Context: an optimization exercise on an open-source flow, tuned for small area and a short achievable clock period. The choices shown serve that exercise and are no tape-out recipe. Only the layout flow was run in this run; the RTL was not checked for function there. Power and IR drop assume default switching activity.

==> flow/config.mk <==
export PLATFORM = sky130hd
export DESIGN_NAME = PE
export DESIGN_NICKNAME = PE
export VERILOG_FILES = /design/flow/design.v
export SDC_FILE = /design/flow/constraint.sdc
export NUM_CORES = 4
export LEC_CHECK = 0
export ABC_CLOCK_PERIOD_IN_PS = 2800
export CAP_MARGIN = 20
export CORE_MARGIN = 2
export CORE_UTILIZATION = 60
export SETUP_SLACK_MARGIN = 4.0
export SLEW_MARGIN = 20
==> flow/constraint.sdc <==
create_clock -name core_clock -period 6.5 [get_ports {clk}]
set_input_delay 1.3000 -clock core_clock [delete_from_list [all_inputs] [get_ports {clk}]]
set_output_delay 1.3000 -clock core_clock [all_outputs]
set_load 0.01 [all_outputs]
==> flow/design.v <==
`timescale 1ns/1ps
module register #(
    parameter NUM_STAGES = 2,
    parameter DATA_WIDTH = 2,
    parameter USE_RESET  = 1
)(
    input  wire                  CLK,
    input  wire                  RESET,
    input  wire [DATA_WIDTH-1:0] DIN,
    output wire [DATA_WIDTH-1:0] DOUT
);
genvar i;
generate
if (NUM_STAGES == 0)
begin : pass
    assign DOUT = DIN;
end
else
begin : stages
    reg [NUM_STAGES*DATA_WIDTH-1:0] din_delay;
    for (i=0; i<NUM_STAGES; i=i+1)
    begin : REGISTER_STAGES
        wire [DATA_WIDTH-1:0] prev;
        if (i == 0) begin : first
            assign prev = DIN;
        end else begin : rest
            assign prev = din_delay[(i-1)*DATA_WIDTH+:DATA_WIDTH];
        end
        always @(posedge CLK)
        begin
            if (USE_RESET && RESET)
                din_delay[i*DATA_WIDTH+:DATA_WIDTH] <= 0;
            else
                din_delay[i*DATA_WIDTH+:DATA_WIDTH] <= prev;
        end
    end
    assign DOUT = din_delay[(NUM_STAGES-1)*DATA_WIDTH+:DATA_WIDTH];
end
endgenerate
endmodule
`timescale 1ns/1ps
module macc (
  input  wire                 clk,
  input  wire                 reset,
  input  wire                 enable,
  input  wire                 clear,
  input  wire [ 2 : 0 ]       op_code,
  input  wire [ 15 : 0 ]      op_0,
  input  wire [ 15 : 0 ]      op_1,
  input  wire [ 15 : 0 ]      op_add,
  output wire [ 15 : 0 ]      out
);
  reg  [15:0] a1;
  reg  [7:0] neg1, one1, two1;
  reg  [15:0] add1;
  reg  [1:0] mode1;
  reg  en1, clr1;
  wire [15:0] b = op_code[0] ? op_0 : op_1;
  wire [16:0] bx = {b, 1'b0};
  wire [7:0] neg0, one0, two0;
  genvar g;
  generate for (g = 0; g < 8; g = g + 1) begin : booth
    assign neg0[g] = bx[2*g+2];
    assign one0[g] = bx[2*g+1] ^ bx[2*g];
    assign two0[g] = (bx[2*g+2] & ~bx[2*g+1] & ~bx[2*g]) | (~bx[2*g+2] & bx[2*g+1] & bx[2*g]);
  end endgenerate
  always @(posedge clk) begin
    a1    <= op_0;
    neg1  <= neg0;
    one1  <= one0;
    two1  <= two0;
    add1  <= (op_code[2:1] == 2'b10) ? op_add : 16'd0;
    mode1 <= op_code[2:1];
    en1   <= enable && !reset;
    clr1  <= clear;
  end
  wire pp0_0;
  wire pp0_1;
  wire pp0_2;
  wire pp0_3;
  wire pp0_4;
  wire pp0_5;
  wire pp0_6;
  wire pp0_7;
  wire pp0_8;
  wire pp0_9;
  wire pp0_10;
  wire pp0_11;
  wire pp0_12;
  wire pp0_13;
  wire pp0_14;
  wire pp0_15;
  wire pp1_0;
  wire pp1_1;
  wire pp1_2;
  wire pp1_3;
  wire pp1_4;
  wire pp1_5;
  wire pp1_6;
  wire pp1_7;
  wire pp1_8;
  wire pp1_9;
  wire pp1_10;
  wire pp1_11;
  wire pp1_12;
  wire pp1_13;
  wire pp2_0;
  wire pp2_1;
  wire pp2_2;
  wire pp2_3;
  wire pp2_4;
  wire pp2_5;
  wire pp2_6;
  wire pp2_7;
  wire pp2_8;
  wire pp2_9;
  wire pp2_10;
  wire pp2_11;
  wire pp3_0;
  wire pp3_1;
  wire pp3_2;
  wire pp3_3;
  wire pp3_4;
  wire pp3_5;
  wire pp3_6;
  wire pp3_7;
  wire pp3_8;
  wire pp3_9;
  wire pp4_0;
  wire pp4_1;
  wire pp4_2;
  wire pp4_3;
  wire pp4_4;
  wire pp4_5;
  wire pp4_6;
  wire pp4_7;
  wire pp5_0;
  wire pp5_1;
  wire pp5_2;
  wire pp5_3;
  wire pp5_4;
  wire pp5_5;
  wire pp6_0;
  wire pp6_1;
  wire pp6_2;
  wire pp6_3;
  wire pp7_0;
  wire pp7_1;
  wire t2s1;
  wire t2c2;
  wire t2s3;
  wire t2c4;
  wire t2s5;
  wire t2c6;
  wire t2s7;
  wire t2c8;
  wire t2s9;
  wire t2c10;
  wire t2s11;
  wire t2c12;
  wire t2s13;
  wire t2c14;
  wire t2s15;
  wire t2c16;
  wire t2s17;
  wire t2c18;
  wire t2s19;
  wire t2c20;
  wire t2s21;
  wire t2c22;
  wire t2s23;
  wire t2c24;
  wire t2s25;
  wire t2c26;
  wire t2s27;
  wire t2c28;
  wire t2s29;
  wire t2c30;
  wire t2s31;
  wire t2c32;
  wire t2s33;
  wire t2c34;
  wire t2s35;
  wire t2c36;
  wire t2s37;
  wire t2c38;
  wire t2s39;
  wire t2c40;
  wire t2s41;
  wire t2c42;
  wire t2s43;
  wire t2c44;
  wire t2s45;
  wire t2c46;
  wire t2s47;
  wire t2c48;
  wire t2s49;
  wire t2c50;
  wire t2s51;
  wire t2c52;
  wire t2s53;
  wire t2c54;
  wire t2s55;
  wire t2c56;
  wire t2s57;
  wire t2c58;
  wire t2s59;
  wire t2c60;
  wire t2s61;
  wire t2c62;
  wire t2s63;
  wire t2c64;
  wire t2s65;
  wire t2c66;
  wire t2s67;
  wire t2c68;
  wire t2s69;
  wire t2c70;
  wire t2s71;
  wire t2c72;
  wire t2s73;
  wire t2c74;
  wire t2s75;
  wire t2c76;
  wire t2s77;
  wire t2c78;
  wire t2s79;
  wire t2c80;
  wire t2s81;
  wire t2c82;
  wire t2s83;
  wire t2c84;
  wire t2s85;
  wire t2c86;
  wire t2s87;
  wire t2c88;
  wire t2s89;
  wire t2c90;
  wire t2s91;
  wire t2c92;
  wire t2s93;
  wire t2c94;
  wire t2s95;
  wire t2c96;
  wire t2x97;
  wire t2x98;
  wire t2x99;
  wire t2x100;
  wire t2x101;
  wire t2x102;
  wire t2x103;
  wire t2x104;
  wire t2x105;
  wire t2x106;
  wire t2x107;
  assign pp0_0 = (one1[0] & a1[0]) ^ neg1[0];
  assign pp0_1 = ((one1[0] & a1[1]) | (two1[0] & a1[0])) ^ neg1[0];
  assign pp0_2 = ((one1[0] & a1[2]) | (two1[0] & a1[1])) ^ neg1[0];
  assign pp0_3 = ((one1[0] & a1[3]) | (two1[0] & a1[2])) ^ neg1[0];
  assign pp0_4 = ((one1[0] & a1[4]) | (two1[0] & a1[3])) ^ neg1[0];
  assign pp0_5 = ((one1[0] & a1[5]) | (two1[0] & a1[4])) ^ neg1[0];
  assign pp0_6 = ((one1[0] & a1[6]) | (two1[0] & a1[5])) ^ neg1[0];
  assign pp0_7 = ((one1[0] & a1[7]) | (two1[0] & a1[6])) ^ neg1[0];
  assign pp0_8 = ((one1[0] & a1[8]) | (two1[0] & a1[7])) ^ neg1[0];
  assign pp0_9 = ((one1[0] & a1[9]) | (two1[0] & a1[8])) ^ neg1[0];
  assign pp0_10 = ((one1[0] & a1[10]) | (two1[0] & a1[9])) ^ neg1[0];
  assign pp0_11 = ((one1[0] & a1[11]) | (two1[0] & a1[10])) ^ neg1[0];
  assign pp0_12 = ((one1[0] & a1[12]) | (two1[0] & a1[11])) ^ neg1[0];
  assign pp0_13 = ((one1[0] & a1[13]) | (two1[0] & a1[12])) ^ neg1[0];
  assign pp0_14 = ((one1[0] & a1[14]) | (two1[0] & a1[13])) ^ neg1[0];
  assign pp0_15 = ((one1[0] & a1[15]) | (two1[0] & a1[14])) ^ neg1[0];
  assign pp1_0 = (one1[1] & a1[0]) ^ neg1[1];
  assign pp1_1 = ((one1[1] & a1[1]) | (two1[1] & a1[0])) ^ neg1[1];
  assign pp1_2 = ((one1[1] & a1[2]) | (two1[1] & a1[1])) ^ neg1[1];
  assign pp1_3 = ((one1[1] & a1[3]) | (two1[1] & a1[2])) ^ neg1[1];
  assign pp1_4 = ((one1[1] & a1[4]) | (two1[1] & a1[3])) ^ neg1[1];
  assign pp1_5 = ((one1[1] & a1[5]) | (two1[1] & a1[4])) ^ neg1[1];
  assign pp1_6 = ((one1[1] & a1[6]) | (two1[1] & a1[5])) ^ neg1[1];
  assign pp1_7 = ((one1[1] & a1[7]) | (two1[1] & a1[6])) ^ neg1[1];
  assign pp1_8 = ((one1[1] & a1[8]) | (two1[1] & a1[7])) ^ neg1[1];
  assign pp1_9 = ((one1[1] & a1[9]) | (two1[1] & a1[8])) ^ neg1[1];
  assign pp1_10 = ((one1[1] & a1[10]) | (two1[1] & a1[9])) ^ neg1[1];
  assign pp1_11 = ((one1[1] & a1[11]) | (two1[1] & a1[10])) ^ neg1[1];
  assign pp1_12 = ((one1[1] & a1[12]) | (two1[1] & a1[11])) ^ neg1[1];
  assign pp1_13 = ((one1[1] & a1[13]) | (two1[1] & a1[12])) ^ neg1[1];
  assign pp2_0 = (one1[2] & a1[0]) ^ neg1[2];
  assign pp2_1 = ((one1[2] & a1[1]) | (two1[2] & a1[0])) ^ neg1[2];
  assign pp2_2 = ((one1[2] & a1[2]) | (two1[2] & a1[1])) ^ neg1[2];
  assign pp2_3 = ((one1[2] & a1[3]) | (two1[2] & a1[2])) ^ neg1[2];
  assign pp2_4 = ((one1[2] & a1[4]) | (two1[2] & a1[3])) ^ neg1[2];
  assign pp2_5 = ((one1[2] & a1[5]) | (two1[2] & a1[4])) ^ neg1[2];
  assign pp2_6 = ((one1[2] & a1[6]) | (two1[2] & a1[5])) ^ neg1[2];
  assign pp2_7 = ((one1[2] & a1[7]) | (two1[2] & a1[6])) ^ neg1[2];
  assign pp2_8 = ((one1[2] & a1[8]) | (two1[2] & a1[7])) ^ neg1[2];
  assign pp2_9 = ((one1[2] & a1[9]) | (two1[2] & a1[8])) ^ neg1[2];
  assign pp2_10 = ((one1[2] & a1[10]) | (two1[2] & a1[9])) ^ neg1[2];
  assign pp2_11 = ((one1[2] & a1[11]) | (two1[2] & a1[10])) ^ neg1[2];
  assign pp3_0 = (one1[3] & a1[0]) ^ neg1[3];
  assign pp3_1 = ((one1[3] & a1[1]) | (two1[3] & a1[0])) ^ neg1[3];
  assign pp3_2 = ((one1[3] & a1[2]) | (two1[3] & a1[1])) ^ neg1[3];
  assign pp3_3 = ((one1[3] & a1[3]) | (two1[3] & a1[2])) ^ neg1[3];
  assign pp3_4 = ((one1[3] & a1[4]) | (two1[3] & a1[3])) ^ neg1[3];
  assign pp3_5 = ((one1[3] & a1[5]) | (two1[3] & a1[4])) ^ neg1[3];
  assign pp3_6 = ((one1[3] & a1[6]) | (two1[3] & a1[5])) ^ neg1[3];
  assign pp3_7 = ((one1[3] & a1[7]) | (two1[3] & a1[6])) ^ neg1[3];
  assign pp3_8 = ((one1[3] & a1[8]) | (two1[3] & a1[7])) ^ neg1[3];
  assign pp3_9 = ((one1[3] & a1[9]) | (two1[3] & a1[8])) ^ neg1[3];
  assign pp4_0 = (one1[4] & a1[0]) ^ neg1[4];
  assign pp4_1 = ((one1[4] & a1[1]) | (two1[4] & a1[0])) ^ neg1[4];
  assign pp4_2 = ((one1[4] & a1[2]) | (two1[4] & a1[1])) ^ neg1[4];
  assign pp4_3 = ((one1[4] & a1[3]) | (two1[4] & a1[2])) ^ neg1[4];
  assign pp4_4 = ((one1[4] & a1[4]) | (two1[4] & a1[3])) ^ neg1[4];
  assign pp4_5 = ((one1[4] & a1[5]) | (two1[4] & a1[4])) ^ neg1[4];
  assign pp4_6 = ((one1[4] & a1[6]) | (two1[4] & a1[5])) ^ neg1[4];
  assign pp4_7 = ((one1[4] & a1[7]) | (two1[4] & a1[6])) ^ neg1[4];
  assign pp5_0 = (one1[5] & a1[0]) ^ neg1[5];
  assign pp5_1 = ((one1[5] & a1[1]) | (two1[5] & a1[0])) ^ neg1[5];
  assign pp5_2 = ((one1[5] & a1[2]) | (two1[5] & a1[1])) ^ neg1[5];
  assign pp5_3 = ((one1[5] & a1[3]) | (two1[5] & a1[2])) ^ neg1[5];
  assign pp5_4 = ((one1[5] & a1[4]) | (two1[5] & a1[3])) ^ neg1[5];
  assign pp5_5 = ((one1[5] & a1[5]) | (two1[5] & a1[4])) ^ neg1[5];
  assign pp6_0 = (one1[6] & a1[0]) ^ neg1[6];
  assign pp6_1 = ((one1[6] & a1[1]) | (two1[6] & a1[0])) ^ neg1[6];
  assign pp6_2 = ((one1[6] & a1[2]) | (two1[6] & a1[1])) ^ neg1[6];
  assign pp6_3 = ((one1[6] & a1[3]) | (two1[6] & a1[2])) ^ neg1[6];
  assign pp7_0 = (one1[7] & a1[0]) ^ neg1[7];
  assign pp7_1 = ((one1[7] & a1[1]) | (two1[7] & a1[0])) ^ neg1[7];
  assign t2s1 = add1[0] ^ neg1[0] ^ pp0_0;
  assign t2c2 = (add1[0] & neg1[0]) | (add1[0] & pp0_0) | (neg1[0] & pp0_0);
  assign t2s3 = add1[1] ^ pp0_1 ^ t2c2;
  assign t2c4 = (add1[1] & pp0_1) | (add1[1] & t2c2) | (pp0_1 & t2c2);
  assign t2s5 = add1[2] ^ neg1[1] ^ pp0_2;
  assign t2c6 = (add1[2] & neg1[1]) | (add1[2] & pp0_2) | (neg1[1] & pp0_2);
  assign t2s7 = pp1_0 ^ t2s5 ^ t2c4;
  assign t2c8 = (pp1_0 & t2s5) | (pp1_0 & t2c4) | (t2s5 & t2c4);
  assign t2s9 = add1[3] ^ pp0_3 ^ pp1_1;
  assign t2c10 = (add1[3] & pp0_3) | (add1[3] & pp1_1) | (pp0_3 & pp1_1);
  assign t2s11 = add1[4] ^ neg1[2] ^ pp0_4;
  assign t2c12 = (add1[4] & neg1[2]) | (add1[4] & pp0_4) | (neg1[2] & pp0_4);
  assign t2s13 = pp1_2 ^ pp2_0 ^ t2c10;
  assign t2c14 = (pp1_2 & pp2_0) | (pp1_2 & t2c10) | (pp2_0 & t2c10);
  assign t2s15 = add1[5] ^ pp0_5 ^ pp1_3;
  assign t2c16 = (add1[5] & pp0_5) | (add1[5] & pp1_3) | (pp0_5 & pp1_3);
  assign t2s17 = pp2_1 ^ t2c12 ^ t2s15;
  assign t2c18 = (pp2_1 & t2c12) | (pp2_1 & t2s15) | (t2c12 & t2s15);
  assign t2s19 = add1[6] ^ neg1[3] ^ pp0_6;
  assign t2c20 = (add1[6] & neg1[3]) | (add1[6] & pp0_6) | (neg1[3] & pp0_6);
  assign t2s21 = pp1_4 ^ pp2_2 ^ pp3_0;
  assign t2c22 = (pp1_4 & pp2_2) | (pp1_4 & pp3_0) | (pp2_2 & pp3_0);
  assign t2s23 = t2c16 ^ t2s19 ^ t2s21;
  assign t2c24 = (t2c16 & t2s19) | (t2c16 & t2s21) | (t2s19 & t2s21);
  assign t2s25 = add1[7] ^ pp0_7 ^ pp1_5;
  assign t2c26 = (add1[7] & pp0_7) | (add1[7] & pp1_5) | (pp0_7 & pp1_5);
  assign t2s27 = pp2_3 ^ pp3_1 ^ t2c20;
  assign t2c28 = (pp2_3 & pp3_1) | (pp2_3 & t2c20) | (pp3_1 & t2c20);
  assign t2s29 = t2c22 ^ t2s25 ^ t2c24;
  assign t2c30 = (t2c22 & t2s25) | (t2c22 & t2c24) | (t2s25 & t2c24);
  assign t2s31 = add1[8] ^ neg1[4] ^ pp0_8;
  assign t2c32 = (add1[8] & neg1[4]) | (add1[8] & pp0_8) | (neg1[4] & pp0_8);
  assign t2s33 = pp1_6 ^ pp2_4 ^ pp3_2;
  assign t2c34 = (pp1_6 & pp2_4) | (pp1_6 & pp3_2) | (pp2_4 & pp3_2);
  assign t2s35 = pp4_0 ^ t2c26 ^ t2s31;
  assign t2c36 = (pp4_0 & t2c26) | (pp4_0 & t2s31) | (t2c26 & t2s31);
  assign t2s37 = t2s33 ^ t2c28;
  assign t2c38 = t2s33 & t2c28;
  assign t2s39 = add1[9] ^ pp0_9 ^ pp1_7;
  assign t2c40 = (add1[9] & pp0_9) | (add1[9] & pp1_7) | (pp0_9 & pp1_7);
  assign t2s41 = pp2_5 ^ pp3_3 ^ pp4_1;
  assign t2c42 = (pp2_5 & pp3_3) | (pp2_5 & pp4_1) | (pp3_3 & pp4_1);
  assign t2s43 = t2c32 ^ t2c34 ^ t2s39;
  assign t2c44 = (t2c32 & t2c34) | (t2c32 & t2s39) | (t2c34 & t2s39);
  assign t2s45 = t2s41 ^ t2c36;
  assign t2c46 = t2s41 & t2c36;
  assign t2s47 = add1[10] ^ neg1[5] ^ pp0_10;
  assign t2c48 = (add1[10] & neg1[5]) | (add1[10] & pp0_10) | (neg1[5] & pp0_10);
  assign t2s49 = pp1_8 ^ pp2_6 ^ pp3_4;
  assign t2c50 = (pp1_8 & pp2_6) | (pp1_8 & pp3_4) | (pp2_6 & pp3_4);
  assign t2s51 = pp4_2 ^ pp5_0 ^ t2c40;
  assign t2c52 = (pp4_2 & pp5_0) | (pp4_2 & t2c40) | (pp5_0 & t2c40);
  assign t2s53 = t2c42 ^ t2s47 ^ t2s49;
  assign t2c54 = (t2c42 & t2s47) | (t2c42 & t2s49) | (t2s47 & t2s49);
  assign t2s55 = t2c44 ^ t2s51;
  assign t2c56 = t2c44 & t2s51;
  assign t2s57 = pp0_11 ^ pp1_9 ^ pp2_7;
  assign t2c58 = (pp0_11 & pp1_9) | (pp0_11 & pp2_7) | (pp1_9 & pp2_7);
  assign t2s59 = pp3_5 ^ pp4_3 ^ pp5_1;
  assign t2c60 = (pp3_5 & pp4_3) | (pp3_5 & pp5_1) | (pp4_3 & pp5_1);
  assign t2s61 = t2c48 ^ t2c50 ^ t2s57;
  assign t2c62 = (t2c48 & t2c50) | (t2c48 & t2s57) | (t2c50 & t2s57);
  assign t2s63 = t2s59 ^ t2c52 ^ t2c54;
  assign t2c64 = (t2s59 & t2c52) | (t2s59 & t2c54) | (t2c52 & t2c54);
  assign t2s65 = neg1[6] ^ pp0_12 ^ pp1_10;
  assign t2c66 = (neg1[6] & pp0_12) | (neg1[6] & pp1_10) | (pp0_12 & pp1_10);
  assign t2s67 = pp2_8 ^ pp3_6 ^ pp4_4;
  assign t2c68 = (pp2_8 & pp3_6) | (pp2_8 & pp4_4) | (pp3_6 & pp4_4);
  assign t2s69 = pp5_2 ^ pp6_0 ^ t2c58;
  assign t2c70 = (pp5_2 & pp6_0) | (pp5_2 & t2c58) | (pp6_0 & t2c58);
  assign t2s71 = t2c60 ^ t2s65 ^ t2s67;
  assign t2c72 = (t2c60 & t2s65) | (t2c60 & t2s67) | (t2s65 & t2s67);
  assign t2s73 = t2c62 ^ t2s69;
  assign t2c74 = t2c62 & t2s69;
  assign t2s75 = pp0_13 ^ pp1_11 ^ pp2_9;
  assign t2c76 = (pp0_13 & pp1_11) | (pp0_13 & pp2_9) | (pp1_11 & pp2_9);
  assign t2s77 = pp3_7 ^ pp4_5 ^ pp5_3;
  assign t2c78 = (pp3_7 & pp4_5) | (pp3_7 & pp5_3) | (pp4_5 & pp5_3);
  assign t2s79 = pp6_1 ^ t2c66 ^ t2c68;
  assign t2c80 = (pp6_1 & t2c66) | (pp6_1 & t2c68) | (t2c66 & t2c68);
  assign t2s81 = t2s75 ^ t2s77 ^ t2c70;
  assign t2c82 = (t2s75 & t2s77) | (t2s75 & t2c70) | (t2s77 & t2c70);
  assign t2s83 = t2c72 ^ t2s79;
  assign t2c84 = t2c72 & t2s79;
  assign t2s85 = neg1[7] ^ pp0_14 ^ pp1_12;
  assign t2c86 = (neg1[7] & pp0_14) | (neg1[7] & pp1_12) | (pp0_14 & pp1_12);
  assign t2s87 = pp2_10 ^ pp3_8 ^ pp4_6;
  assign t2c88 = (pp2_10 & pp3_8) | (pp2_10 & pp4_6) | (pp3_8 & pp4_6);
  assign t2s89 = pp5_4 ^ pp6_2 ^ pp7_0;
  assign t2c90 = (pp5_4 & pp6_2) | (pp5_4 & pp7_0) | (pp6_2 & pp7_0);
  assign t2s91 = t2c76 ^ t2c78 ^ t2s85;
  assign t2c92 = (t2c76 & t2c78) | (t2c76 & t2s85) | (t2c78 & t2s85);
  assign t2s93 = t2s87 ^ t2s89 ^ t2c80;
  assign t2c94 = (t2s87 & t2s89) | (t2s87 & t2c80) | (t2s89 & t2c80);
  assign t2s95 = t2s91 ^ t2c84;
  assign t2c96 = t2s91 & t2c84;
  assign t2x97 = pp0_15 ^ pp1_13;
  assign t2x98 = pp2_11 ^ pp3_9;
  assign t2x99 = pp4_7 ^ pp5_5;
  assign t2x100 = pp6_3 ^ pp7_1;
  assign t2x101 = t2x100 ^ t2x97;
  assign t2x102 = t2x98 ^ t2x99;
  assign t2x103 = t2x101 ^ t2x102;
  assign t2x104 = t2c86 ^ t2c88;
  assign t2x105 = t2c90 ^ t2x103;
  assign t2x106 = t2x104 ^ t2x105;
  assign t2x107 = t2c92 ^ t2x106;
  reg  p2_0_0;
  reg  p2_1_0;
  reg  p2_2_0;
  reg  p2_3_0;
  reg  p2_3_1;
  reg  p2_3_2;
  reg  p2_4_0;
  reg  p2_4_1;
  reg  p2_5_0;
  reg  p2_5_1;
  reg  p2_6_0;
  reg  p2_6_1;
  reg  p2_7_0;
  reg  p2_7_1;
  reg  p2_8_0;
  reg  p2_8_1;
  reg  p2_8_2;
  reg  p2_9_0;
  reg  p2_9_1;
  reg  p2_9_2;
  reg  p2_10_0;
  reg  p2_10_1;
  reg  p2_10_2;
  reg  p2_11_0;
  reg  p2_11_1;
  reg  p2_11_2;
  reg  p2_12_0;
  reg  p2_12_1;
  reg  p2_12_2;
  reg  p2_13_0;
  reg  p2_13_1;
  reg  p2_13_2;
  reg  p2_14_0;
  reg  p2_14_1;
  reg  p2_14_2;
  reg  p2_15_0;
  reg  p2_15_1;
  reg  p2_15_2;
  reg  [1:0] mode2;
  reg  en2, clr2;
  reg  [15:11] add2;
  always @(posedge clk) begin
    p2_0_0 <= t2s1;
    p2_1_0 <= t2s3;
    p2_2_0 <= t2s7;
    p2_3_0 <= t2c6;
    p2_3_1 <= t2s9;
    p2_3_2 <= t2c8;
    p2_4_0 <= t2s11;
    p2_4_1 <= t2s13;
    p2_5_0 <= t2c14;
    p2_5_1 <= t2s17;
    p2_6_0 <= t2c18;
    p2_6_1 <= t2s23;
    p2_7_0 <= t2s27;
    p2_7_1 <= t2s29;
    p2_8_0 <= t2s35;
    p2_8_1 <= t2s37;
    p2_8_2 <= t2c30;
    p2_9_0 <= t2s43;
    p2_9_1 <= t2c38;
    p2_9_2 <= t2s45;
    p2_10_0 <= t2s53;
    p2_10_1 <= t2c46;
    p2_10_2 <= t2s55;
    p2_11_0 <= t2s61;
    p2_11_1 <= t2c56;
    p2_11_2 <= t2s63;
    p2_12_0 <= t2s71;
    p2_12_1 <= t2s73;
    p2_12_2 <= t2c64;
    p2_13_0 <= t2c74;
    p2_13_1 <= t2s83;
    p2_13_2 <= t2s81;
    p2_14_0 <= t2c82;
    p2_14_1 <= t2s93;
    p2_14_2 <= t2s95;
    p2_15_0 <= t2x107;
    p2_15_1 <= t2c94;
    p2_15_2 <= t2c96;
    add2  <= add1[15:11];
    mode2 <= mode1;
    en2   <= en1;
    clr2  <= clr1;
  end
  reg  [15:0] accs;
  reg  [2:0] accc;
  wire [15:0] dadd_s = mode2[0] ? accs : {add2, 11'd0};
  wire [2:0] dadd_c = mode2[0] ? accc : 3'd0;
  wire t3s108;
  wire t3c109;
  wire t3s110;
  wire t3c111;
  wire t3s112;
  wire t3c113;
  wire t3s114;
  wire t3c115;
  wire t3s116;
  wire t3c117;
  wire t3s118;
  wire t3c119;
  wire t3s120;
  wire t3c121;
  wire t3s122;
  wire t3c123;
  wire t3s124;
  wire t3c125;
  wire t3s126;
  wire t3c127;
  wire t3s128;
  wire t3c129;
  wire t3s130;
  wire t3c131;
  wire t3s132;
  wire t3c133;
  wire t3s134;
  wire t3c135;
  wire t3s136;
  wire t3c137;
  wire t3s138;
  wire t3c139;
  wire t3s140;
  wire t3c141;
  wire t3s142;
  wire t3c143;
  wire t3s144;
  wire t3c145;
  wire t3s146;
  wire t3c147;
  wire t3s148;
  wire t3c149;
  wire t3s150;
  wire t3c151;
  wire t3s152;
  wire t3c153;
  wire t3s154;
  wire t3c155;
  wire t3s156;
  wire t3c157;
  wire t3s158;
  wire t3c159;
  wire t3s160;
  wire t3c161;
  wire t3s162;
  wire t3c163;
  wire t3s164;
  wire t3c165;
  wire t3s166;
  wire t3c167;
  wire t3x168;
  wire t3x169;
  wire t3x170;
  wire t3x171;
  wire t3x172;
  assign t3s108 = p2_3_0 ^ p2_3_1 ^ p2_3_2;
  assign t3c109 = (p2_3_0 & p2_3_1) | (p2_3_0 & p2_3_2) | (p2_3_1 & p2_3_2);
  assign t3s110 = p2_4_0 ^ p2_4_1 ^ dadd_c[0];
  assign t3c111 = (p2_4_0 & p2_4_1) | (p2_4_0 & dadd_c[0]) | (p2_4_1 & dadd_c[0]);
  assign t3s112 = dadd_s[4] ^ t3c109;
  assign t3c113 = dadd_s[4] & t3c109;
  assign t3s114 = p2_5_0 ^ p2_5_1 ^ dadd_s[5];
  assign t3c115 = (p2_5_0 & p2_5_1) | (p2_5_0 & dadd_s[5]) | (p2_5_1 & dadd_s[5]);
  assign t3s116 = t3c113 ^ t3c111;
  assign t3c117 = t3c113 & t3c111;
  assign t3s118 = p2_6_0 ^ p2_6_1 ^ dadd_s[6];
  assign t3c119 = (p2_6_0 & p2_6_1) | (p2_6_0 & dadd_s[6]) | (p2_6_1 & dadd_s[6]);
  assign t3s120 = t3c115 ^ t3s118;
  assign t3c121 = t3c115 & t3s118;
  assign t3s122 = p2_7_0 ^ p2_7_1 ^ dadd_s[7];
  assign t3c123 = (p2_7_0 & p2_7_1) | (p2_7_0 & dadd_s[7]) | (p2_7_1 & dadd_s[7]);
  assign t3s124 = t3c119 ^ t3s122;
  assign t3c125 = t3c119 & t3s122;
  assign t3s126 = p2_8_0 ^ p2_8_1 ^ p2_8_2;
  assign t3c127 = (p2_8_0 & p2_8_1) | (p2_8_0 & p2_8_2) | (p2_8_1 & p2_8_2);
  assign t3s128 = dadd_c[1] ^ dadd_s[8] ^ t3s126;
  assign t3c129 = (dadd_c[1] & dadd_s[8]) | (dadd_c[1] & t3s126) | (dadd_s[8] & t3s126);
  assign t3s130 = t3c123 ^ t3c125;
  assign t3c131 = t3c123 & t3c125;
  assign t3s132 = p2_9_0 ^ p2_9_1 ^ p2_9_2;
  assign t3c133 = (p2_9_0 & p2_9_1) | (p2_9_0 & p2_9_2) | (p2_9_1 & p2_9_2);
  assign t3s134 = dadd_s[9] ^ t3c127 ^ t3s132;
  assign t3c135 = (dadd_s[9] & t3c127) | (dadd_s[9] & t3s132) | (t3c127 & t3s132);
  assign t3s136 = t3c129 ^ t3s134;
  assign t3c137 = t3c129 & t3s134;
  assign t3s138 = p2_10_0 ^ p2_10_1 ^ p2_10_2;
  assign t3c139 = (p2_10_0 & p2_10_1) | (p2_10_0 & p2_10_2) | (p2_10_1 & p2_10_2);
  assign t3s140 = dadd_s[10] ^ t3c133 ^ t3s138;
  assign t3c141 = (dadd_s[10] & t3c133) | (dadd_s[10] & t3s138) | (t3c133 & t3s138);
  assign t3s142 = t3c135 ^ t3s140;
  assign t3c143 = t3c135 & t3s140;
  assign t3s144 = p2_11_0 ^ p2_11_1 ^ p2_11_2;
  assign t3c145 = (p2_11_0 & p2_11_1) | (p2_11_0 & p2_11_2) | (p2_11_1 & p2_11_2);
  assign t3s146 = dadd_s[11] ^ t3c139 ^ t3s144;
  assign t3c147 = (dadd_s[11] & t3c139) | (dadd_s[11] & t3s144) | (t3c139 & t3s144);
  assign t3s148 = t3c141 ^ t3s146;
  assign t3c149 = t3c141 & t3s146;
  assign t3s150 = p2_12_0 ^ p2_12_1 ^ p2_12_2;
  assign t3c151 = (p2_12_0 & p2_12_1) | (p2_12_0 & p2_12_2) | (p2_12_1 & p2_12_2);
  assign t3s152 = dadd_c[2] ^ dadd_s[12] ^ t3c145;
  assign t3c153 = (dadd_c[2] & dadd_s[12]) | (dadd_c[2] & t3c145) | (dadd_s[12] & t3c145);
  assign t3s154 = t3s150 ^ t3c147 ^ t3s152;
  assign t3c155 = (t3s150 & t3c147) | (t3s150 & t3s152) | (t3c147 & t3s152);
  assign t3s156 = p2_13_0 ^ p2_13_1 ^ p2_13_2;
  assign t3c157 = (p2_13_0 & p2_13_1) | (p2_13_0 & p2_13_2) | (p2_13_1 & p2_13_2);
  assign t3s158 = dadd_s[13] ^ t3c151 ^ t3s156;
  assign t3c159 = (dadd_s[13] & t3c151) | (dadd_s[13] & t3s156) | (t3c151 & t3s156);
  assign t3s160 = t3c153 ^ t3s158;
  assign t3c161 = t3c153 & t3s158;
  assign t3s162 = p2_14_0 ^ p2_14_1 ^ p2_14_2;
  assign t3c163 = (p2_14_0 & p2_14_1) | (p2_14_0 & p2_14_2) | (p2_14_1 & p2_14_2);
  assign t3s164 = dadd_s[14] ^ t3c157 ^ t3s162;
  assign t3c165 = (dadd_s[14] & t3c157) | (dadd_s[14] & t3s162) | (t3c157 & t3s162);
  assign t3s166 = t3c159 ^ t3s164;
  assign t3c167 = t3c159 & t3s164;
  assign t3x168 = p2_15_0 ^ p2_15_1;
  assign t3x169 = p2_15_2 ^ t3x168;
  assign t3x170 = dadd_s[15] ^ t3x169;
  assign t3x171 = t3c163 ^ t3x170;
  assign t3x172 = t3x171 ^ t3c165;
  wire [15:0] rx = {t3x172, t3c161, t3s160, t3c149, t3c143, t3c137, t3c131, t3s128, t3c121, t3c117, t3s114, t3s112, dadd_s[3], p2_2_0, p2_1_0, p2_0_0};
  wire [15:0] ry = {t3c167, t3s166, t3c155, t3s154, t3s148, t3s142, t3s136, t3s130, t3s124, t3s120, t3s116, t3s110, t3s108, dadd_s[2], dadd_s[1], dadd_s[0]};
  wire [4:0] blk0 = rx[3:0] + ry[3:0];
  wire [4:0] blk1 = rx[7:4] + ry[7:4];
  wire [4:0] blk2 = rx[11:8] + ry[11:8];
  wire [4:0] blk3 = rx[15:12] + ry[15:12];
  always @(posedge clk) begin
    if (reset || clr2) begin
      accs <= 16'd0;
      accc <= 3'd0;
    end else if (en2) begin
      accs[3:0] <= blk0[3:0];
      accc[0] <= blk0[4];
      accs[7:4] <= blk1[3:0];
      accc[1] <= blk1[4];
      accs[11:8] <= blk2[3:0];
      accc[2] <= blk2[4];
      accs[15:12] <= blk3[3:0];
    end
  end
  assign out = accs + {accc[0], 4'd0} + {accc[1], 8'd0} + {accc[2], 12'd0};
endmodule
module ram
#(
  parameter integer DATA_WIDTH    = 16,
  parameter integer ADDR_WIDTH    = 5
)
(
  input  wire                         clk,
  input  wire                         reset,
  input  wire                         s_read_req,
  input  wire [ ADDR_WIDTH  -1 : 0 ]  s_read_addr,
  output reg  [ DATA_WIDTH  -1 : 0 ]  s_read_data,
  input  wire                         s_write_req,
  input  wire [ ADDR_WIDTH  -1 : 0 ]  s_write_addr,
  input  wire [ DATA_WIDTH  -1 : 0 ]  s_write_data
);
  reg  [ DATA_WIDTH -1 : 0 ] mem [ 0 : (1<<ADDR_WIDTH)-1 ];
  reg  [ ADDR_WIDTH -1 : 0 ] rd_addr;
  reg  [ ADDR_WIDTH -1 : 0 ] wr_addr;
  reg  [ DATA_WIDTH -1 : 0 ] wr_data;
  reg                        rd_addr_v;
  reg                        wr_addr_v;
  always @(posedge clk) begin
    rd_addr_v <= s_read_req && !reset;
    wr_addr_v <= s_write_req && !reset;
    rd_addr   <= s_read_addr;
    wr_addr   <= s_write_addr;
    wr_data   <= s_write_data;
  end
  always @(posedge clk)
    if (wr_addr_v)
      mem[wr_addr] <= wr_data;
  reg  [ DATA_WIDTH -1 : 0 ] rd_mux;
  integer k;
  always @(*) begin
    rd_mux = {DATA_WIDTH{1'b0}};
    for (k = 0; k < (1<<ADDR_WIDTH); k = k + 1)
      rd_mux = rd_mux | (mem[k] & {DATA_WIDTH{rd_addr == k}});
  end
  always @(posedge clk)
    if (reset)
      s_read_data <= 0;
    else if (rd_addr_v)
      s_read_data <= rd_mux;
endmodule
`timescale 1ns/1ps
module fifo
#(
    parameter   DATA_WIDTH          = 16,
    parameter   ADDR_WIDTH          = 4,
    parameter   RAM_DEPTH           = (1 << ADDR_WIDTH)
)(
    input  wire                         clk,
    input  wire                         reset,
    input  wire                         push,
    input  wire                         pop,
    input  wire [ DATA_WIDTH -1 : 0 ]   data_in,
    output reg  [ DATA_WIDTH -1 : 0 ]   data_out
);
reg     [ADDR_WIDTH  :0]        fifo_count;
reg     [DATA_WIDTH-1:0]        mem[0:RAM_DEPTH-1];
wire empty = (fifo_count == 0);
wire full  = fifo_count[ADDR_WIDTH];
wire do_push = push && !full;
wire do_pop  = pop && !empty;
always @ (posedge clk)
begin
  if (reset)
    fifo_count <= 0;
  else if (do_push && !do_pop)
    fifo_count <= fifo_count + 1;
  else if (do_pop && !do_push)
    fifo_count <= fifo_count - 1;
end
integer i;
always @ (posedge clk)
  if (do_push) begin
    mem[0] <= data_in;
    for (i = 1; i < RAM_DEPTH; i = i + 1)
      mem[i] <= mem[i-1];
  end
reg [DATA_WIDTH-1:0] rd_mux;
integer k;
always @(*) begin
  rd_mux = {DATA_WIDTH{1'b0}};
  for (k = 0; k < RAM_DEPTH; k = k + 1)
    rd_mux = rd_mux | (mem[k] & {DATA_WIDTH{fifo_count == k + 1}});
end
always @ (posedge clk)
  if (do_pop)
    data_out <= rd_mux;
endmodule
module activation #(
  parameter OP_WIDTH  = 16
) (
  input  wire                                         clk,
  input  wire                                         enable,
  input  wire        [ OP_WIDTH           -1 : 0 ]    in,
  output wire        [ OP_WIDTH           -1 : 0 ]    out
);
reg [OP_WIDTH-1:0] activation_data;
wire signed [OP_WIDTH-1:0] in_s = in;
always @(posedge clk)
  if (enable)
    activation_data <= (in_s > 0) ? in : {OP_WIDTH{1'b0}};
  else
    activation_data <= in;
assign out = activation_data;
endmodule
`timescale 1ns/1ps
module PE #(
  parameter integer PE_BUF_ADDR_WIDTH   = 5,
  parameter integer OP_WIDTH            = 16,
  parameter integer ACC_WIDTH           = 16,
  parameter         LAYER_NORM          = "NO"
)
(
  input  wire                                         clk,
  input  wire                                         reset,
  input  wire                                         mask,
  input  wire  [ 10+2*PE_BUF_ADDR_WIDTH -1 : 0 ]      ctrl,
  input  wire                                         src_2_sel,
  input  wire  [ OP_WIDTH             -1 : 0 ]        read_data_0,
  input  wire  [ OP_WIDTH             -1 : 0 ]        read_data_1,
  input  wire  [ OP_WIDTH             -1 : 0 ]        read_data_2,
  output wire  [ OP_WIDTH             -1 : 0 ]        lrn_center,
  output wire  [ OP_WIDTH             -1 : 0 ]        write_data,
  output wire  [ OP_WIDTH             -1 : 0 ]        pe_buffer_read_data,
  input  wire                                         pe_neuron_read_req,
  input  wire  [ OP_WIDTH             -1 : 0 ]        pe_neuron_write_data,
  input  wire                                         pe_neuron_write_req,
  input  wire  [ PE_BUF_ADDR_WIDTH    -1 : 0 ]        pe_neuron_write_addr,
  output wire                                         write_valid
);
  localparam integer OP_CODE_WIDTH  = 3;
  wire [ OP_WIDTH           -1 : 0 ]  pe_buffer_write_data;
  wire [ OP_WIDTH           -1 : 0 ]  pe_buffer_read_data_d;
  wire                                src_2_sel_dd;
  wire                                _pe_buffer_write_req;
  wire                                pe_buffer_write_req;
  wire                                pe_buffer_read_req;
  wire                                _pe_buffer_read_req;
  wire                                flush, flush_d;
  wire                                enable;
  wire [ OP_CODE_WIDTH      -1 : 0 ]  op_code;
  wire [ PE_BUF_ADDR_WIDTH  -1 : 0 ]  buf_rd_addr;
  wire [ PE_BUF_ADDR_WIDTH  -1 : 0 ]  _buf_wr_addr;
  wire [ PE_BUF_ADDR_WIDTH  -1 : 0 ]  buf_wr_addr;
  wire [ OP_WIDTH           -1 : 0 ]  conv_out;
  wire                                norm_fifo_push;
  wire                                norm_fifo_pop;
  wire [ OP_WIDTH           -1 : 0 ]  macc_out;
  assign {norm_fifo_push, norm_fifo_pop,
    buf_rd_addr, _buf_wr_addr,
    flush, write_valid, _pe_buffer_write_req, _pe_buffer_read_req, enable, op_code} = ctrl;
  assign pe_buffer_read_req  = _pe_buffer_read_req || pe_neuron_read_req;
  assign pe_buffer_write_req = _pe_buffer_write_req || pe_neuron_write_req;
  assign buf_wr_addr = pe_neuron_write_req ? pe_neuron_write_addr : _buf_wr_addr;
  wire [OP_WIDTH-1:0] macc_op_add = src_2_sel_dd == 0 ?
    read_data_2 : pe_buffer_read_data;
  assign conv_out = !flush_d ? macc_out : pe_buffer_read_data_d;
  register #(.NUM_STAGES(2), .DATA_WIDTH(1)) src_2_delay (
    .CLK(clk), .RESET(reset), .DIN(src_2_sel), .DOUT(src_2_sel_dd));
  register #(.NUM_STAGES(3), .DATA_WIDTH(1)) macc_en_delay (
    .CLK(clk), .RESET(reset), .DIN(flush), .DOUT(flush_d));
  register #(.NUM_STAGES(3), .DATA_WIDTH(OP_WIDTH), .USE_RESET(0)) fifo_out_delay (
    .CLK(clk), .RESET(reset), .DIN(pe_buffer_read_data), .DOUT(pe_buffer_read_data_d));
  macc MACC_pe (
    .clk      ( clk                 ),
    .reset    ( reset               ),
    .enable   ( enable && mask      ),
    .clear    ( !mask               ),
    .op_code  ( op_code             ),
    .op_0     ( read_data_0         ),
    .op_1     ( read_data_1         ),
    .op_add   ( macc_op_add         ),
    .out      ( macc_out            )
  );
  assign pe_buffer_write_data = pe_neuron_write_req ? pe_neuron_write_data : conv_out;
  ram #(
    .DATA_WIDTH               ( OP_WIDTH                 ),
    .ADDR_WIDTH               ( PE_BUF_ADDR_WIDTH        )
  ) pe_buffer (
    .clk                      ( clk                      ),
    .reset                    ( reset                    ),
    .s_write_req              ( pe_buffer_write_req      ),
    .s_write_data             ( pe_buffer_write_data     ),
    .s_write_addr             ( buf_wr_addr              ),
    .s_read_req               ( pe_buffer_read_req       ),
    .s_read_data              ( pe_buffer_read_data      ),
    .s_read_addr              ( buf_rd_addr              )
  );
  activation #(
    .OP_WIDTH                 ( OP_WIDTH                 )
  ) ReLU (
    .clk                      ( clk                      ),
    .enable                   ( 1'b0                     ),
    .in                       ( conv_out                 ),
    .out                      ( write_data               )
  );
  fifo #(
    .DATA_WIDTH               ( OP_WIDTH                 ),
    .ADDR_WIDTH               ( 4                        )
  ) norm_fifo (
    .clk                      ( clk                      ),
    .reset                    ( reset                    ),
    .push                     ( norm_fifo_push           ),
    .pop                      ( norm_fifo_pop            ),
    .data_in                  ( read_data_0              ),
    .data_out                 ( lrn_center               )
  );
endmodule
==> flow/flow/run.sh <==
#!/bin/bash
set -e
export BUFFER_PORTS_ARGS="-buffer_cell sky130_fd_sc_hd__buf_1"
export CTS_ARGS="-sink_clustering_enable -repair_clock_nets -sink_clustering_size 28 -sink_clustering_max_diameter 80 -dont_use_dummy_load"
bash standard.sh > standard.log 2>&1
==> flow/standard.sh <==
#!/bin/bash
# synth_recipe.tcl (not shown) runs the flow's synth.tcl, then flattens the netlist and writes it again
# the make line also repeats each setting of config.mk as NAME=value (left out here)
make -C /OpenROAD-flow-scripts/flow DESIGN_CONFIG=/design/flow/config.mk WORK_HOME=/design/flow/orfs CLKGATE_MAP_FILE= SYNTH_SCRIPT=/design/flow/synth_recipe.tcl "${@:-finish}"
==> summary.txt <==
Yosys reg bits - 1026
Max-cap violations - 0
flop2flop setup slack - 3.74 ns
area grow syn2layout - 10.3%
critical path type - reg -> reg
via count - 24043
CTS tree - yes
crit end category - flop
sequential area share after synthesis - 0.718
Ports - 144
Port Buf Inserts - 141
setup violators final - 0
Worst Tran Pin Value - 1.17 ns
hold crit path type - reg -> reg
H-Tree Level Count - 2
die width - 261 microns
gr ovfl total - 0
Worst Hold Path EP - MACC_pe.mode2[0]$_DFF_P_
CTS root buffer - clkbuf_16
cts hold-fix bufs - 0
Max IR drop VDD - 0.000261 V
vias in the first global route - 23337
Async S/R FF share, synth - 0
Max-slew headroom - 0.220
leakage - 14.7 nW
RR Startpoint - MACC_pe.mode2[0]$_DFF_P_
WP data arrival - 3.23 ns
clk buf depth - 3
Final ANT Viol Nets - 0
First-pass DRT Iterations - 7
reg2reg end - MACC_pe.accs[14]$_SDFFE_PP0P_
EDFF count, synth - 784
Fillers - 4519
Via-to-Cell Ratio - 6.73
first-pass GRT wire length - 164000 microns
drt wl/cell - 32.6 microns
CP startpoint - MACC_pe.mode2[0]$_DFF_P_
Initial Utilization - 0.604
CTS buffer count - 43
DRT iter0 DRCs - 3225
row cnt - 94
syn_nets - 2734
half-perimeter wire length after placement - 71200 microns
share of cells above drive strength 1 - 0.164
Synth cell types - 76
setup TNS - 0 ns
GPL Wtd Cong - 0.898
Max Freq - 362 MHz
DIE AREA - 68000 sq um
outcome - complete, no violations
overall routing resource usage - 0.341
clk slew on worst S/H paths - 0.11 ns
syn avg cell area - 15.6 sq um
PwrDens - 339 nW/um^2
fin crit share - 0.425
Post-Layout Cell Count - 3572
# DRC - 0
Worst-Skew Late Latency - 0.64 ns
DRT Wirelength - 117000 microns
Synth Flop Type - edfxtp_1
Data required, critical path - 6.97 ns
Worst Clk Skew - 0.0581 ns
worst r2r path cells - 10
initial antenna violation count - 4
CP Launch Type - flop
RSZ-0062 raised after global routing - yes
hold depth - 0
HP Start - MACC_pe.mode1[0]$_DFF_P_
min cycle time layout - 2.76 ns
CP Max Fanout - 3
nets - 2911
fin util - 0.666
Slew Viols, Final - 0
synth warn - 8
core area - 65500 sq um
Cells after Synth - 2532
largest net degree at the start of global routing - 102
Mapped Area - 39500 sq um
Final Hold Vio Count - 0
Min Hold Slack - 0.323 ns
placed instance count - 3456
clock sink total - 1026
Vert. Die Dim - 261 microns
-- state kept, by name (all words and copies together) (netlist names), 8 cells and up --
name	count
MACC_pe.a1	16
MACC_pe.accs	16
MACC_pe.add1	16
MACC_pe.neg1	8
MACC_pe.one1	8
MACC_pe.two1	8
ReLU.activation_data	16
fifo_out_delay.stages.din_delay	48
norm_fifo.data_out	16
norm_fifo.mem	256
pe_buffer.mem	512
pe_buffer.s_read_data	16
pe_buffer.wr_data	16
-- cells by family (layout without fill, tap and decap cells) --
logic type	after synthesis	after routing	share of synthesized area
buffers and inverters	211	385	0.0241
AND/OR/NAND/NOR	458	459	0.0599
multiplexers	108	108	0.0286
XOR/XNOR	116	116	0.0257
flip-flops	1026	1026	0.718
other	0	1	0
AO/OA/AOI/OAI	506	506	0.0976
adder cells (fa/ha/maj)	107	107	0.0462
-- synth_stat cells, drive strengths merged (17+ instances only) --
cell type,count,share of area
edfxtp,784,0.60
a22oi,292,0.055
dfxtp,242,0.12
nor2,160,0.018
nand2,94,0.0091
xnor2,83,0.018
inv,82,0.0078
buf,70,0.011
mux2i,67,0.017
fa,65,0.033
clkbuf,59,0.0056
nand4,46,0.0073
ha,42,0.013
mux2,41,0.012
a22o,37,0.0082
a21oi,34,0.0043
nor3,33,0.0052
xor2,33,0.0073
a221oi,31,0.0069
nand3,29,0.0038
o21ai,25,0.0032
a211oi,18,0.0040
a222oi,17,0.0043
nor2b,17,0.0027
-- layout make-up --
cell class / instances / area, sq um / area share
sequential: 1026 / 28500 / 0.654
inverter: 82 / 308 / 0.00706
timing repair buffer: 260 / 1720 / 0.0394
antenna: 1 / 2.50 / 0.0000574
tap: 864 / 1080 / 0.0248
clock buffer: 43 / 1080 / 0.0247
multi-input combinational: 1296 / 10900 / 0.249
-- cell usage in the layout (no fill, tap or decap), types with 40 or more instances in the layout --
cell type,n
a22oi_1,286
nor2_1,99
mux2i_1,67
dfxtp_1,177
nand2_1,91
fa_1,55
mux2_2,40
clkbuf_16,43
nand4_1,46
inv_1,77
buf_1,122
edfxtp_1,784
buf_4,94
xnor2_1,82
-- repair_timing --
action | in CTS | in global routing
setup buffers | 50 | 20
setup endpoints to repair | 292 | 156
resized for setup | 128 | 50
cloned | 1 | 1
hold endpoints to repair | 0 | 0
pin swaps | 29 | 21
-- how the worst max path moves through the flow --
stage,endpoint,depth (start not counted)
after floorplan,norm_fifo.fifo_count[2]$_SDFFE_PP0P_,6
after global placement,norm_fifo.mem[5][3]$_DFFE_PP_,4
after detailed placement,norm_fifo.mem[11][3]$_DFFE_PP_,4
after CTS,MACC_pe.accs[14]$_SDFFE_PP0P_,10
after global routing,MACC_pe.accs[14]$_SDFFE_PP0P_,10
final,MACC_pe.accs[14]$_SDFFE_PP0P_,10
-- worst max-delay path: stages, from the launching register on --
cell     delay, ns
dfxtp_4       0.37
buf_12        0.13
mux2_4        0.30
fa_1          0.46
fa_2          0.57
ha_4          0.14
inv_2         0.03
fa_2          0.32
xnor2_1       0.13
mux2i_1       0.14
nor2_1        0.05
-- metrics by stage --
step                      power (W)  setup slack [ns]  area [sq um]
final                        0.0148              3.74         43600
after global routing         0.0154              3.64         43600
after CTS                    0.0147              3.73         43200
after floorplan              0.0105             0.127         39700
after detailed placement     0.0115              3.03         41300
after global placement       0.0115              3.13         41200
-- metal layers --
layer,routed length [microns],share of wire,global-route usage
met3,10900,0.094,0.0595
met4,6980,0.060,0.177
met2,55400,0.48,0.550
met1,43200,0.37,0.449
met5,30,0.00026,0
-- power by group --
group	leakage, nW	switching, W	internal, W
sequential	9.35	0.000481	0.00789
combinational	4.81	0.00190	0.00141
clock	0.530	0.00189	0.00119
total	14.7	0.00427	0.0105

[static timing again, ports no longer ideal]
No port has a modelled driver above. Below, the same layout with a new extraction and two added sets of constraints.
Step 1: set_driving_cell puts a clkbuf_16 on clk and a buf_2 on each other input, an assumption about the parent block.
Step 2 times the ports against the registers' clock, not the clock port: input delays grow and output delays shrink by t, the midpoint of the rising clock arrivals with the driver on.
a / b / c = ideal / step 1 / step 2; a / b = the first two.
t, ns: 0.679
setup slack, ns: 3.737 / 3.737 / 3.520
worst slew at a driven data input, ns: 0.06
cell pins on the clock port's net: 1
After both steps setup and hold are still met in this run. The setup slack of this run moves by 0.000 ns with the drivers and by -0.217 ns with both steps.
